What follows belongs to an exercise in optimizing a design on an open flow for small area and a short achievable clock period; a production flow would make more cautious choices.
No driver is modelled on the clock port, so clock power and skew are understated where the tree is cut down; a real chip needs a root buffer or a tree.
No activity file was given, so power comes from the tool's default toggle rates.

==> inputs of wip/pepper <==
==> flow/design.v <==
module fifo_sync #(
    parameter int WIDTH = 32,
    parameter int DEPTH = 16    
)(
    input  logic                 clk,
    input  logic                 rst_n,
    input  logic                 wr_en,
    input  logic [WIDTH-1:0]     wr_data,
    output logic                 full,
    input  logic                 rd_en,
    output logic [WIDTH-1:0]     rd_data,
    output logic                 empty,
    output logic [$clog2(DEPTH+1)-1:0] level
);
    localparam int PTR_W  = $clog2(DEPTH);
    localparam int MDEPTH = DEPTH - 1;         
    logic [WIDTH-1:0] mem [0:MDEPTH-1];
    logic [WIDTH-1:0] head;
    logic [PTR_W-1:0]            wr_ptr;       
    logic [MDEPTH-1:0]           rd_sel;       
    logic [$clog2(DEPTH+1)-1:0]  count;
    logic                        nonempty_r;   
    logic                        le1_r;        
    logic push, pop;
    assign push = wr_en && !count[PTR_W];
    assign pop  = rd_en && nonempty_r;
    logic mem_push, mem_pop;
    assign mem_push = push && nonempty_r && !(le1_r && rd_en);
    assign mem_pop  = pop && !le1_r;
    always_ff @(posedge clk) begin
        if (push) mem[wr_ptr] <= wr_data;
    end
    logic             keep;
    logic [WIDTH-1:0] head_d;
    assign keep = !rd_en && nonempty_r;
    always_comb begin
        head_d = (head & {WIDTH{keep}}) | (wr_data & {WIDTH{!keep && le1_r}});
        for (int i = 0; i < MDEPTH; i++)
            head_d = head_d | (mem[i] & {WIDTH{!keep && !le1_r && rd_sel[i]}});
    end
    always_ff @(posedge clk) begin
        head <= head_d;
    end
    always_ff @(posedge clk or negedge rst_n) begin
        if (!rst_n) begin
            wr_ptr     <= '0;
            rd_sel     <= MDEPTH'(1);
            count      <= '0;
            nonempty_r <= 1'b0;
            le1_r      <= 1'b1;
        end else begin
            if (mem_push) wr_ptr <= (wr_ptr == PTR_W'(MDEPTH-1)) ? '0 : wr_ptr + 1'b1;
            if (mem_pop)  rd_sel <= {rd_sel[MDEPTH-2:0], rd_sel[MDEPTH-1]};
            if (push && !pop) begin
                count      <= count + 1'b1;
                nonempty_r <= 1'b1;
                le1_r      <= !nonempty_r;
            end else if (pop && !push) begin
                count      <= count - 1'b1;
                nonempty_r <= (count != 1);
                le1_r      <= (count <= 2);
            end
        end
    end
    assign rd_data = head;
    assign full    = count[PTR_W];
    assign empty   = !nonempty_r;
    assign level   = count;
endmodule
==> flow/flow/run.sh <==
#!/bin/bash
# Standard ORFS layout with faster port buffers and sizing free to change
# cell footprints; the tools' output goes to standard.log and the ORFS logs.
set -e
bash standard.sh MATCH_CELL_FOOTPRINT=0 \
  "BUFFER_PORTS_ARGS=-buffer_cell sky130_fd_sc_hd__buf_2" \
  SETUP_SLACK_MARGIN=2.4  finish > standard.log 2>&1
==> flow/standard.sh <==
#!/bin/bash
# synth_recipe.tcl (not shown) runs the flow's synth.tcl, then flattens the netlist and writes it again
# the make line also repeats each setting of config.mk as NAME=value (left out here)
make -C /OpenROAD-flow-scripts/flow DESIGN_CONFIG=/design/flow/config.mk WORK_HOME=/design/flow/orfs CLKGATE_MAP_FILE= SYNTH_SCRIPT=/design/flow/synth_recipe.tcl "${@:-finish}"
==> flow/config.mk <==
export PLATFORM = sky130hd
export DESIGN_NAME = fifo_sync
export DESIGN_NICKNAME = fifo_sync
export VERILOG_FILES = /design/flow/design.v
export SDC_FILE = /design/flow/constraint.sdc
export NUM_CORES = 4
export LEC_CHECK = 0
export CAP_MARGIN = 20
export CORE_MARGIN = 2
export CORE_UTILIZATION = 40
export SLEW_MARGIN = 20
==> flow/constraint.sdc <==
create_clock -name core_clock -period 4.3 [get_ports {clk}]
set_input_delay 0.8600 -clock core_clock [delete_from_list [all_inputs] [get_ports {clk}]]
set_output_delay 0.8600 -clock core_clock [all_outputs]
set_load 0.01 [all_outputs]
==> wip/ember: changes against wip/pepper <==
==> flow/design.v, changed modules only <==
module fifo_sync #(
    parameter int WIDTH = 32,
    parameter int DEPTH = 16    
)(
    input  logic                 clk,
    input  logic                 rst_n,
    input  logic                 wr_en,
    input  logic [WIDTH-1:0]     wr_data,
    output logic                 full,
    input  logic                 rd_en,
    output logic [WIDTH-1:0]     rd_data,
    output logic                 empty,
    output logic [$clog2(DEPTH+1)-1:0] level
);
    localparam int PTR_W  = $clog2(DEPTH);
    localparam int MDEPTH = DEPTH - 1;         
    logic [WIDTH-1:0] mem [0:MDEPTH-1];
    logic [WIDTH-1:0] head;
    logic [PTR_W-1:0]            wr_ptr;       
    logic [MDEPTH-1:0]           rd_sel;       
    logic [$clog2(DEPTH+1)-1:0]  count;
    logic                        full_r;       
    logic                        nonempty_r;   
    logic                        le1_r;        
    logic push, pop;
    assign push = wr_en && !full_r;
    assign pop  = rd_en && nonempty_r;
    logic mem_push, mem_pop;
    assign mem_push = push && nonempty_r && !(le1_r && rd_en);
    assign mem_pop  = pop && !le1_r;
    always_ff @(posedge clk) begin
        for (int i = 0; i < MDEPTH; i++)
            if (push && wr_ptr == PTR_W'(i)) mem[i] <= wr_data;
    end
    logic             keep;
    logic [WIDTH-1:0] head_d;
    assign keep = !rd_en && nonempty_r;
    always_comb begin
        head_d = (head & {WIDTH{keep}}) | (wr_data & {WIDTH{!keep && le1_r}});
        for (int i = 0; i < MDEPTH; i++)
            head_d = head_d | (mem[i] & {WIDTH{!keep && !le1_r && rd_sel[i]}});
    end
    always_ff @(posedge clk) begin
        head <= head_d;
    end
    always_ff @(posedge clk or negedge rst_n) begin
        if (!rst_n) begin
            wr_ptr     <= '0;
            rd_sel     <= MDEPTH'(1);
            count      <= '0;
            full_r     <= 1'b0;
            nonempty_r <= 1'b0;
            le1_r      <= 1'b1;
        end else begin
            if (mem_push) wr_ptr <= (wr_ptr == PTR_W'(MDEPTH-1)) ? '0 : wr_ptr + 1'b1;
            if (mem_pop)  rd_sel <= {rd_sel[MDEPTH-2:0], rd_sel[MDEPTH-1]};
            if (push && !pop) begin
                count      <= count + 1'b1;
                full_r     <= (count == DEPTH-1);
                nonempty_r <= 1'b1;
                le1_r      <= !nonempty_r;
            end else if (pop && !push) begin
                count      <= count - 1'b1;
                full_r     <= 1'b0;
                nonempty_r <= (count != 1);
                le1_r      <= (count <= 2);
            end
        end
    end
    assign rd_data = head;
    assign full    = full_r;
    assign empty   = !nonempty_r;
    assign level   = count;
endmodule
==> flow/flow/run.sh (replaced) <==
#!/bin/bash
# Standard ORFS layout with faster port buffers, sizing free to change cell
# footprints, larger clock-sink clusters and the clock tree's middle level
# bypassed (flow/flatten_cts.tcl). The tools' output goes to standard.log
# and the ORFS logs.
set -e
bash standard.sh MATCH_CELL_FOOTPRINT=0 \
  "BUFFER_PORTS_ARGS=-buffer_cell sky130_fd_sc_hd__buf_2" \
  "CTS_ARGS=-sink_clustering_enable -repair_clock_nets -sink_clustering_size 30 -sink_clustering_max_diameter 150 -dont_use_dummy_load" \
  "POST_CTS_TCL=$(pwd)/flow/flatten_cts.tcl" SETUP_SLACK_MARGIN=2.35 finish > standard.log 2>&1
==> flow/flow/flatten_cts.tcl (new file) <==
# Bypass the clock tree's middle level: buffers fed by the root buffer whose
# loads are all clock buffers are removed, and their loads are driven by the
# root buffer's net directly. The clock port still feeds only the root buffer.
set block [ord::get_db_block]
set clk_net [$block findNet clk]
set roots {}
foreach it [$clk_net getITerms] { lappend roots [$it getInst] }
set removed 0
foreach root $roots {
  set rnet [[$root findITerm X] getNet]
  if {$rnet eq "NULL"} continue
  foreach it [$rnet getITerms] {
    set b [$it getInst]
    if {$b eq $root || ![string match "*clkbuf*" [[$b getMaster] getName]]} continue
    set onet [[$b findITerm X] getNet]
    set ok 1
    foreach lt [$onet getITerms] {
      if {[$lt getInst] eq $b} continue
      if {![string match "*clkbuf*" [[[$lt getInst] getMaster] getName]]} { set ok 0 }
    }
    if {!$ok} continue
    foreach lt [$onet getITerms] {
      if {[$lt getInst] eq $b} continue
      $lt disconnect
      $lt connect $rnet
    }
    puts "flatten_cts: bypassed [$b getName]"
    odb::dbInst_destroy $b
    odb::dbNet_destroy $onet
    incr removed
  }
}
puts "flatten_cts: removed $removed buffers"
estimate_parasitics -placement
report_clock_latency
Settings changed: SLEW_MARGIN 20 to 50.
==> comparison table <==
| metric | wip/pepper | wip/ember |
|---|---|---|
| Run status | complete, no violations | complete, no violations |
| Mapped cell area | 19800 µm² | 19700 µm² |
| Final estimated routing congestion in global placement | 0.769 | 0.764 |
| Proportion of power drawn by combinational gates | 0.121 | 0.137 |
| Total number of sequential cells | 538 | 539 |
| Die Height | 226 µm | 226 µm |
| Pre-antenna DRT Iters | 5 | 6 |
| Number of global-route vias before repair | 11235 | 10620 |
| Met3 wire length | 3.55 mm | 3.33 mm |
| Sum of met2 wire segment lengths after detailed routing | 24.6 mm | 25.3 mm |
| TritonCTS Sinks | 538 | 539 |
| Number of multi-input combinational cells | 484 | 450 |
| Fraction of post-synthesis cell area in the top cell type by area | 0.729 | 0.730 |
| Depth of the worst register-to-register path | 8 | 7 |
Function was not checked in any run of this note: the RTL went through the layout flow alone.

## port drivers added, routing unchanged
Ports are ideal in the flow. The routed layouts listed here were re-timed in OpenROAD. Step 1 assumes that a clkbuf_16 drives the clock port and a buf_2 every other input. Step 2 times the ports against the registers' clock, not the clock port: input delays grow and output delays shrink by t, the midpoint of the rising clock arrivals with the driver on. Slacks: ideal / step 1 / step 2; pairs: ideal / step 1.
| run | t (ns) | setup WS [ns] | pins driven straight from the clock port |
|---|---|---|---|
| wip/pepper | 0.645 | 2.269 / 2.215 / 1.851 | 1 |
| wip/ember | 0.601 | 2.293 / 2.238 / 1.848 | 1 |
After both steps every run listed still meets setup and hold. For wip/ember, which loses most, drivers alone change the setup slack by -0.055 ns; drivers and shift together by -0.445 ns.
